From an optimization exercise on the open Yosys and OpenROAD flow, aimed at small area; shortcuts taken in it are not production practice. The RTL was checked by simulation tests, not by an equivalence proof against the original design. No activity file was given, so power comes from the tool's default toggle rates.

## flow/config.mk

```make
export PLATFORM = sky130hd
export DESIGN_NAME = top_nexys_a7
export DESIGN_NICKNAME = top_nexys_a7
export VERILOG_FILES = /design/flow/design.v
export SDC_FILE = /design/flow/constraint.sdc
export NUM_CORES = 4
export LEC_CHECK = 0
export CAP_MARGIN = 20
export CORE_MARGIN = 2
export CORE_UTILIZATION = 40
export SLEW_MARGIN = 20
```

## flow/constraint.sdc

```tcl
create_clock -name core_clock -period 40.0 [get_ports {clock}]
set_input_delay 8.0000 -clock core_clock [delete_from_list [all_inputs] [get_ports {clock}]]
set_output_delay 8.0000 -clock core_clock [all_outputs]
set_load 0.01 [all_outputs]
```

## flow/design.v

```verilog
`timescale 1ns / 1ps
module hx711driver (
    input clk,
    input reset,
    input logic ce,  
    input logic [15:0] dvsr,  
    input logic start,
    output logic [23:0] dout,
    output logic hx711_done_tick,
    output logic ready,
    output logic sclk,
    input logic hx711_in
);
typedef enum {idle, cpha_delay, p0, p1, g0, g1} state_type;
state_type state_reg;
state_type state_next;
logic p_clk;
logic [15:0] c_reg;
logic [15:0] c_next;
logic hx711_clk_reg;
logic hx711_clk_next;
logic ready_i;
logic hx711_done_tick_i;
logic [5:0] n_reg;
logic [5:0] n_next;
logic [23:0] si_reg;
logic [23:0] si_next;
always_ff @(posedge clk, posedge reset)
    if (reset) begin
        state_reg <= idle;
        si_reg <= 0;
        n_reg <= 0;
        c_reg <= 0;
        hx711_clk_reg <= 0;
    end
    else if (ce) begin
        state_reg <= state_next;
        si_reg <= si_next;
        n_reg <= n_next;
        c_reg <= c_next;
        hx711_clk_reg <= hx711_clk_next;
    end
always_comb
begin
    state_next = state_reg;  
    ready_i = 0;
    hx711_done_tick_i = 0;
    si_next = si_reg;
    n_next = n_reg;
    c_next = c_reg;
    case (state_reg)
        idle: begin
                ready_i = 1;  
                if (start & !hx711_in) begin  
                    n_next = 0;  
                    c_next =0;   
                    state_next = cpha_delay;  
                end
            end
        cpha_delay: begin
                if (c_reg==dvsr) begin  
                    state_next = p0;  
                    c_next = 0;   
                end
                else
                    c_next = c_reg + 1;  
            end
        p0: begin
                if (c_reg==dvsr) begin  
                    state_next = p1;   
                    si_next = {si_reg[22:0], hx711_in};  
                    c_next = 0;  
                end
                else
                    c_next = c_reg + 1;   
            end
        p1: begin
                if (c_reg==dvsr) begin  
                    if (n_reg==23) begin  
                        state_next = g0;  
                        c_next = 0;  
                    end
                    else begin
                        state_next = p0;   
                        n_next = n_reg + 1;   
                        c_next = 0;   
                    end
                end
                else
                    c_next = c_reg + 1;  
            end
        g0: begin
                if (c_reg==dvsr) begin  
                    state_next = g1;  
                    c_next = 0;  
                end
                else
                    c_next = c_reg + 1;   
            end
        g1: begin
                if (c_reg==dvsr) begin  
                    hx711_done_tick_i = 1;   
                    state_next = idle;   
                end
                else
                    c_next = c_reg + 1;  
            end
     endcase
end
assign ready = ready_i;
assign hx711_done_tick = hx711_done_tick_i;
assign p_clk = (state_next==p0) || (state_next == g0);
assign hx711_clk_next = p_clk;
assign dout = si_reg;
assign sclk = hx711_clk_reg;
endmodule
`timescale 1ns / 1ps
module seven_seg_driver (
    input logic clock,
    input logic reset,
    input logic [23:0] binary_in,
    output logic [7:0] segments_out,  
    output logic [7:0] anodes_out      
);
    logic [15:0] refresh_counter;
    logic refresh_tick;
    always_ff @(posedge clock, posedge reset) begin
        if (reset) begin
            refresh_counter <= '0;
            refresh_tick <= 1'b0;
        end else begin
            refresh_tick <= 1'b0;  
            if (refresh_counter == 16'd1023) begin
                refresh_counter <= '0;
                refresh_tick <= 1'b1;
            end else begin
                refresh_counter <= refresh_counter + 1;
            end
        end
    end
    logic [31:0] bcd_digits;  
    always_comb begin
        logic [23:0] bin_copy;
        logic [31:0] bcd_temp;
        bin_copy = binary_in;
        bcd_temp = '0;
        for (int i = 0; i < 24; i++) begin
            for (int j = 0; j < 8; j++) begin
                if (bcd_temp[ (j*4) +: 4 ] > 4) begin
                bcd_temp[ (j*4) +: 4 ] = bcd_temp[ (j*4) +: 4 ] + 3;
                end
            end
            {bcd_temp, bin_copy} = {bcd_temp, bin_copy} << 1;
        end
        bcd_digits = bcd_temp;  
    end
    logic [2:0] digit_selector;  
    logic [3:0] current_bcd_digit;  
    always_ff @(posedge clock, posedge reset) begin
        if (reset) begin
            digit_selector <= '0;
        end else if (refresh_tick) begin
            digit_selector <= digit_selector + 1;  
        end
    end
    always_comb begin
        case (digit_selector)
            3'd0:    current_bcd_digit = bcd_digits[3:0];    
            3'd1:    current_bcd_digit = bcd_digits[7:4];    
            3'd2:    current_bcd_digit = bcd_digits[11:8];   
            3'd3:    current_bcd_digit = bcd_digits[15:12];  
            3'd4:    current_bcd_digit = bcd_digits[19:16];  
            3'd5:    current_bcd_digit = bcd_digits[23:20];  
            3'd6:    current_bcd_digit = bcd_digits[27:24];  
            3'd7:    current_bcd_digit = bcd_digits[31:28];  
            default: current_bcd_digit = 4'b1111;          
        endcase
    end
    always_comb begin
        case (current_bcd_digit)
            4'd0:    segments_out = 8'b00000011;  
            4'd1:    segments_out = 8'b10011111;  
            4'd2:    segments_out = 8'b00100101;  
            4'd3:    segments_out = 8'b00001101;  
            4'd4:    segments_out = 8'b10011001;  
            4'd5:    segments_out = 8'b01001001;  
            4'd6:    segments_out = 8'b01000001;  
            4'd7:    segments_out = 8'b00011111;  
            4'd8:    segments_out = 8'b00000001;  
            4'd9:    segments_out = 8'b00001001;  
            default: segments_out = 8'b11111111;  
        endcase
    end
    always_comb begin
        case (digit_selector)
            3'd0:    anodes_out = 8'b11111110;  
            3'd1:    anodes_out = 8'b11111101;  
            3'd2:    anodes_out = 8'b11111011;  
            3'd3:    anodes_out = 8'b11110111;  
            3'd4:    anodes_out = 8'b11101111;  
            3'd5:    anodes_out = 8'b11011111;  
            3'd6:    anodes_out = 8'b10111111;  
            3'd7:    anodes_out = 8'b01111111;  
            default: anodes_out = 8'b11111111;  
        endcase
    end
endmodule
`timescale 1ns / 1ps
module top_nexys_a7 (
    input logic clock,       
    input logic reset,
    input logic hx711_data_in,
    output logic hx711_sclk_out,
    output logic [5:0] states_led,
    output logic [7:0] DDP,
    output logic [7:0] AN
);
    logic clock50MHz;
    always_ff @(posedge clock, posedge reset) begin
        if (reset) clock50MHz <= 0;
        else       clock50MHz <= ~clock50MHz;
    end
    logic ce_50;
    assign ce_50 = ~clock50MHz;
    logic hx711_data_sync1, hx711_data_sync2;
    always_ff @(posedge clock) begin
        if (ce_50) begin
            hx711_data_sync1 <= hx711_data_in;
            hx711_data_sync2 <= hx711_data_sync1;
        end
    end
    logic [23:0] s_hx711_raw_bits; 
    logic        s_hx711_tick;     
    hx711driver inst_hx711_driver (
        .clk(clock), 
        .reset(reset), 
        .ce(ce_50),
        .dvsr(16'd50), 
        .start(1'b1), 
        .dout(s_hx711_raw_bits), 
        .hx711_done_tick(s_hx711_tick),
        .ready(), 
        .sclk(hx711_sclk_out), 
        .hx711_in(hx711_data_sync2) 
    );
    logic signed [31:0] data_signed;
    assign data_signed = {{8{s_hx711_raw_bits[23]}}, s_hx711_raw_bits};
    logic s_tick_sync_r, s_tick_rising;
    always_ff @(posedge clock) s_tick_sync_r <= s_hx711_tick;
    assign s_tick_rising = s_hx711_tick && !s_tick_sync_r; 
    localparam int CLOCKS_PER_SECOND = 100_000;
    localparam int THRESHOLD = 50;                      
    localparam int NOISE_LIMIT = 15000; 
    int timer_1sec;
    logic signed [63:0] accumulator_sum; 
    int sample_count;
    int consecutive_outliers;
    logic signed [31:0] current_second_avg;
    logic signed [31:0] previous_second_avg;
    logic signed [31:0] display_stable_val;
    logic signed [31:0] r_sample_captured;  
    typedef enum logic [3:0] {
        ST_IDLE,          
        ST_SAMPLE_CALC,   
        ST_SAMPLE_CHECK,  
        ST_SAMPLE_ACCUM,  
        ST_PREP_DIV,      
        ST_DIVIDE,        
        ST_UPDATE,        
        ST_CLEANUP        
    } state_t;
    state_t state;
    logic [63:0] div_dividend;
    logic [63:0] div_remainder;
    logic [31:0] div_divisor;
    logic [31:0] div_quotient;
    logic [6:0]  div_counter;
    logic        div_sign_bit;
    logic signed [31:0] r_diff;
    logic [31:0] r_abs_diff;
    logic        r_is_valid_sample;
    always_ff @(posedge clock, posedge reset) begin
        if (reset) begin
            timer_1sec <= '0;
            accumulator_sum <= '0;
            sample_count <= '0;
            current_second_avg <= '0;
            previous_second_avg <= '0;
            display_stable_val <= '0;
            states_led <= '0;
            state <= ST_IDLE;
            div_dividend <= 0; 
            div_remainder <= 0; 
            div_divisor <= 0;
            div_quotient <= 0; 
            div_counter <= 0; 
            div_sign_bit <= 0;
            consecutive_outliers <= 0;
            r_sample_captured <= 0;
            r_diff <= 0;
            r_abs_diff <= 0;
            r_is_valid_sample <= 0;
        end
        else begin
            case (state)
                ST_IDLE: begin
                    if (s_tick_rising) begin
                        r_sample_captured <= data_signed;  
                        state <= ST_SAMPLE_CALC;           
                    end 
                    else if (timer_1sec == CLOCKS_PER_SECOND - 1) begin
                        timer_1sec <= 0;
                        state <= ST_PREP_DIV;
                    end 
                    else begin
                        timer_1sec <= timer_1sec + 1;
                    end
                end
                ST_SAMPLE_CALC: begin
                    if (timer_1sec != CLOCKS_PER_SECOND - 1) timer_1sec <= timer_1sec + 1;
                    r_diff <= r_sample_captured - current_second_avg;
                    state <= ST_SAMPLE_CHECK;
                end
                ST_SAMPLE_CHECK: begin
                    if (timer_1sec != CLOCKS_PER_SECOND - 1) timer_1sec <= timer_1sec + 1;
                    if (r_diff < 0) r_abs_diff <= unsigned'(-r_diff);
                    else            r_abs_diff <= unsigned'(r_diff);
                    state <= ST_SAMPLE_ACCUM;
                end
                ST_SAMPLE_ACCUM: begin
                    if (timer_1sec != CLOCKS_PER_SECOND - 1) timer_1sec <= timer_1sec + 1;
                    if (r_abs_diff < NOISE_LIMIT || current_second_avg == 0 || consecutive_outliers >= 3) begin
                        accumulator_sum <= accumulator_sum + r_sample_captured;
                        sample_count <= sample_count + 1;
                        consecutive_outliers <= 0;
                    end else begin
                        consecutive_outliers <= consecutive_outliers + 1;
                    end
                    state <= ST_IDLE;  
                end
                ST_PREP_DIV: begin
                    if (sample_count == 0) begin
                        current_second_avg <= 0;
                        state <= ST_UPDATE;
                    end else begin
                        if (accumulator_sum < 0) begin
                            div_dividend <= unsigned'(-accumulator_sum);
                            div_sign_bit <= 1'b1;
                        end else begin
                            div_dividend <= unsigned'(accumulator_sum);
                            div_sign_bit <= 1'b0;
                        end
                        div_divisor   <= unsigned'(sample_count);
                        div_remainder <= 0;
                        div_quotient  <= 0;
                        div_counter   <= 63; 
                        state <= ST_DIVIDE;
                    end
                end
                ST_DIVIDE: begin
                    div_remainder = (div_remainder << 1) | (div_dividend[div_counter]);
                    if (div_remainder >= div_divisor) begin
                        div_remainder = div_remainder - div_divisor;
                        div_quotient[div_counter] = 1'b1; 
                    end
                    if (div_counter == 0) state <= ST_UPDATE;
                    else div_counter <= div_counter - 1;
                end
                ST_UPDATE: begin
                    logic signed [31:0] temp_avg;
                    if (div_sign_bit) temp_avg = signed'(-div_quotient);
                    else              temp_avg = signed'(div_quotient);
                    current_second_avg <= temp_avg;
                    display_stable_val <= temp_avg;
                    if ((previous_second_avg - temp_avg) > THRESHOLD) states_led <= 6'b101101; 
                    else states_led <= 6'b000000;
                    state <= ST_CLEANUP;
                end
                ST_CLEANUP: begin
                    previous_second_avg <= current_second_avg;
                    accumulator_sum <= 0;
                    sample_count <= 0;
                    state <= ST_IDLE; 
                end
                default: state <= ST_IDLE;
            endcase
        end
    end
    logic [23:0] final_display_number;
    always_comb begin
        if (display_stable_val < 0) final_display_number = unsigned'(-display_stable_val);
        else                        final_display_number = unsigned'(display_stable_val);
    end
    seven_seg_driver inst_display (
        .clock(clock),                  
        .reset(reset),                
        .binary_in(final_display_number),   
        .segments_out(DDP),           
        .anodes_out(AN)               
    );
endmodule
```

## flow/run.sh

```bash
#!/bin/bash
# synth_recipe.tcl (not shown) runs the flow's synth.tcl, then flattens the netlist and writes it again
# the make line also repeats each setting of config.mk as NAME=value (left out here)
make -C /OpenROAD-flow-scripts/flow DESIGN_CONFIG=/design/flow/config.mk WORK_HOME=/design/flow/orfs CLKGATE_MAP_FILE= SYNTH_SCRIPT=/design/flow/synth_recipe.tcl finish
```

==> results.txt <==
[worst max-delay path: cells and delay by family (launching register included)]
kind                       cells  cell delay [ns]
AOI/OAI and AO/OA             30             7.41
xor gates and xnor gates      13             3.51
adders and majority gates     22             6.21
DFF                            1             0.50
and+or+nand+nor               32             6.33
buffers and inverters         12             1.87
muxes                          5             1.48
[area by class of cell]
cell class / count / area (um^2) / share of cell area
Clock buffer: 102 / 2070 / 0.0371
Sequential cell: 640 / 16000 / 0.287
Clock inverter: 17 / 210 / 0.00377
Timing Repair Buffer: 60 / 522 / 0.00935
Multi-Input combinational cell: 4956 / 33800 / 0.606
Tap cell: 1742 / 2180 / 0.0390
Inverter: 261 / 987 / 0.0177
[worst min path at each step]
stage | endpoint | cells past startpoint | slack (ns)
floorplan | hx711_data_sync2 | 0 | 0.40
global placement | inst_hx711_driver.state_reg[23] | 0 | 0.36
detailed placement | inst_hx711_driver.state_reg[22] | 0 | 0.36
CTS | inst_hx711_driver.state_reg[22] | 0 | 0.37
global route | inst_hx711_driver.state_reg[13] | 0 | 0.38
finish | inst_hx711_driver.state_reg[22] | 0 | 0.37
[power by group through the flow]
stage	clock, mW	combinational [mW]	sequential [mW]
global placement	0	0.0147	0.660
CTS	0.669	0.0146	0.648
detailed placement	0	0.0146	0.660
floorplan	0	0.00964	0.660
finish	0.648	0.0133	0.648
global route	0.694	0.0163	0.647
[routing by layer]
layer / global-route usage / up-vias / part of all wire
met2: 0.306 / 602 / 0.47
met4: 0.0482 / 0 / 0.021
met5: 0 / - / 0
li1: - / 22284 / -
met1: 0.251 / 21190 / 0.49
met3: 0.0163 / 139 / 0.026
[metrics by stage]
| stage | hold slack [ns] | cells | area [um^2] | setup slack, ns | power [mW] |
|---|---|---|---|---|---|
| 5_1_grt | 0.379 | 7778 | 55800 | 1.41 | 1.36 |
| 6_report | 0.367 | 7778 | 55800 | 4.03 | 1.31 |
| 4_1_cts | 0.373 | 7778 | 55800 | 4.25 | 1.33 |
| 3_3_place_gp | 0.357 | 7659 | 53500 | 5.60 | 0.674 |
| 2_1_floorplan | 0.400 | 6153 | 52000 | 9.13 | 0.670 |
| 3_5_place_dp | 0.360 | 7659 | 53500 | 5.03 | 0.674 |
[kinds of logic (layout without fill, tap and decap cells)]
logic type / after synthesis / count (layout) / synth area share
buffers and inverters: 557 / 440 / 0.0425
adders and majority gates: 289 / 289 / 0.0700
and+or+nand+nor: 2101 / 2101 / 0.201
other: 2 / 3 / 0.000144
AOI/OAI and AO/OA: 1863 / 1863 / 0.245
muxes: 208 / 208 / 0.0496
DFF: 640 / 640 / 0.308
xor gates and xnor gates: 492 / 492 / 0.0836
[synth_stat cells (82+ instances only)]
master	n	area share
inv_1	253	0.018
xnor2_1	233	0.039
o31ai_1	84	0.012
nor3_1	134	0.013
a21oi_1	344	0.033
nor2_1	479	0.035
ha_1	282	0.068
clkbuf_1	233	0.017
dfrtp_1	637	0.31
o21ai_0	513	0.049
xor2_1	254	0.043
mux2_2	90	0.019
a21o_1	193	0.028
nand2_1	553	0.040
or3_1	82	0.0099
nand3_1	276	0.027
==> summary.txt <==
Max Buffers Root-to-Sink: 3
Global-route wire length before repair: 208,000 um
Drt wl/cell: 15.8 um
Mapped Cells: 6,152
Worst R2R Path Depth: 50
Fmax: 0.0278 GHz
CP arrival: 27.97 ns
FILL cells: 12,724
DIE WIDTH: 365 um
NetSw: 0.286 mW
Most used cell along the critical path: ha_1
Antenna Cells: 0
Critical Path Fanout Max: 15
CTS tree: yes
Top Registers: accumulator_sum x64, div_dividend x64, div_remainder x63
Area grow syn2layout: 7.38%
Total clock sinks: 640
Least-Margin Pin Slew: 1.06 ns
Routed Antenna Nets: 0
Starting Density: 0.402
Commonest non-fill, non-tap cell in the layout: dfrtp_1
Slew HR: 0.290
Largest net degree at the start of global routing: 142
Crit path to: DDP[3]
HP Class: reg2reg
GRT Total Usage: 0.182
Critical path launch point type: flip-flop
Num CTS Buffers: 69
Fin nets: 6,277
CP startpoint: display_stable_val[0]
Hold Fails Final Rpt: 0
HPWL after DPL: 89,000 um
Worst-case vdd ir drop: 32.6 uV
Initial antenna violation count: 0
Most used DFF post-synth: dfrtp_1
Netlist Area Pre-Place: 52,000 um^2
Clock network fraction of total power: 0.495
Share of layout cells above drive strength 1: 0.0800
Overall die area: 133,000 um^2
1st-pass router iterations: 9
Port bufs: 22
Setup CP Type: reg2out
Worst R2R End: accumulator_sum[63]
Drt via density: 5.68
Hold Buf Count CTS: 0
Post-CTS Resized: 0
FF+latch count, synth: 640
Most frequent cells in the layout: dfrtp_1, nand2_1, o21ai_0
Synth warnings: 3
Routability cong.: 0.850
HP Start: inst_hx711_driver.state_reg[22]
Worst Path Required: 32.00 ns
Final min period: 35.97 ns
Power Density: 23.4 nW/um^2
Pleak: 24.2 nW
Part of the power in registers: 0.495
Placement Rows: 132
Sequential share of the synthesized area: 0.308
Core Region: 129,000 um^2
CTS H-tree depth: 3
Worst-path clk slew: 0.06 ns
Max Slew Vio Count: 0
Reg-to-Reg Start: accumulator_sum[1]
Total Wirelength: 123,000 um
Ys async rst share: 0.995
Root Buffer: clkbuf_16
Switching share of total power: 0.219
Skew final: 0.0340 ns
Worst-Skew Late Latency: 0.63 ns
Postcts setup bufs: 0
Reg-to-reg setup timing slack: 29.44 ns
RSZ-0062 raised after global routing: false
Num ports: 26
Synth unique cells: 145
Outcome: no timing/DRC/antenna violations
Syn_area_per_cell: 8.45 um^2
Slowest cell on the critical path: nor4b_1
Finished Core Util: 0.432
DRC marker count from the first detailed-route iteration: 2,888
Int Power: 1.02 mW
Comb pwr share: 0.010
Drt drc: 0
Final setup viols: 0
Number of global-route vias before repair: 41,784
CP Capture Type: primary output
Total gr overflow: 0
CP max stage delay: 0.69 ns
EDFF count, synth: 2
Final Cycle Share: 0.899
TNS Setup: 0 ns
Max Cap Viol: 0
Chip height: 365 um
Via count of the routed design: 44,215

-- what the ideal ports hide --
The flow's constraints put no driver on any port. The routed layout listed below was extracted and timed again, unchanged, in two steps. Step 1 (the two cells are an assumption about what drives the block):
set clk [get_ports {clock}]
set_driving_cell -lib_cell sky130_fd_sc_hd__clkbuf_16 $clk
set_driving_cell -lib_cell sky130_fd_sc_hd__buf_2 [delete_from_list [all_inputs] $clk]
Step 2 moves the port delays by t, midway between the first and last clock arrival at a register: inputs arrive t later, outputs are due t later. That takes back most of the time a late clock gives input paths. Slacks: ideal ports / drivers / drivers and shift; pairs: ideal ports / drivers.
t, ns: 0.677
setup WS [ns]: 4.026 / 3.964 / 4.642
hold slack, ns: 0.367 / 0.367 / 0.367
clock arrival spread, ns: 0.035 / 0.035
After both steps this run still meets setup and hold. For this run, drivers alone change the setup slack by -0.062 ns; drivers and shift together by +0.616 ns.
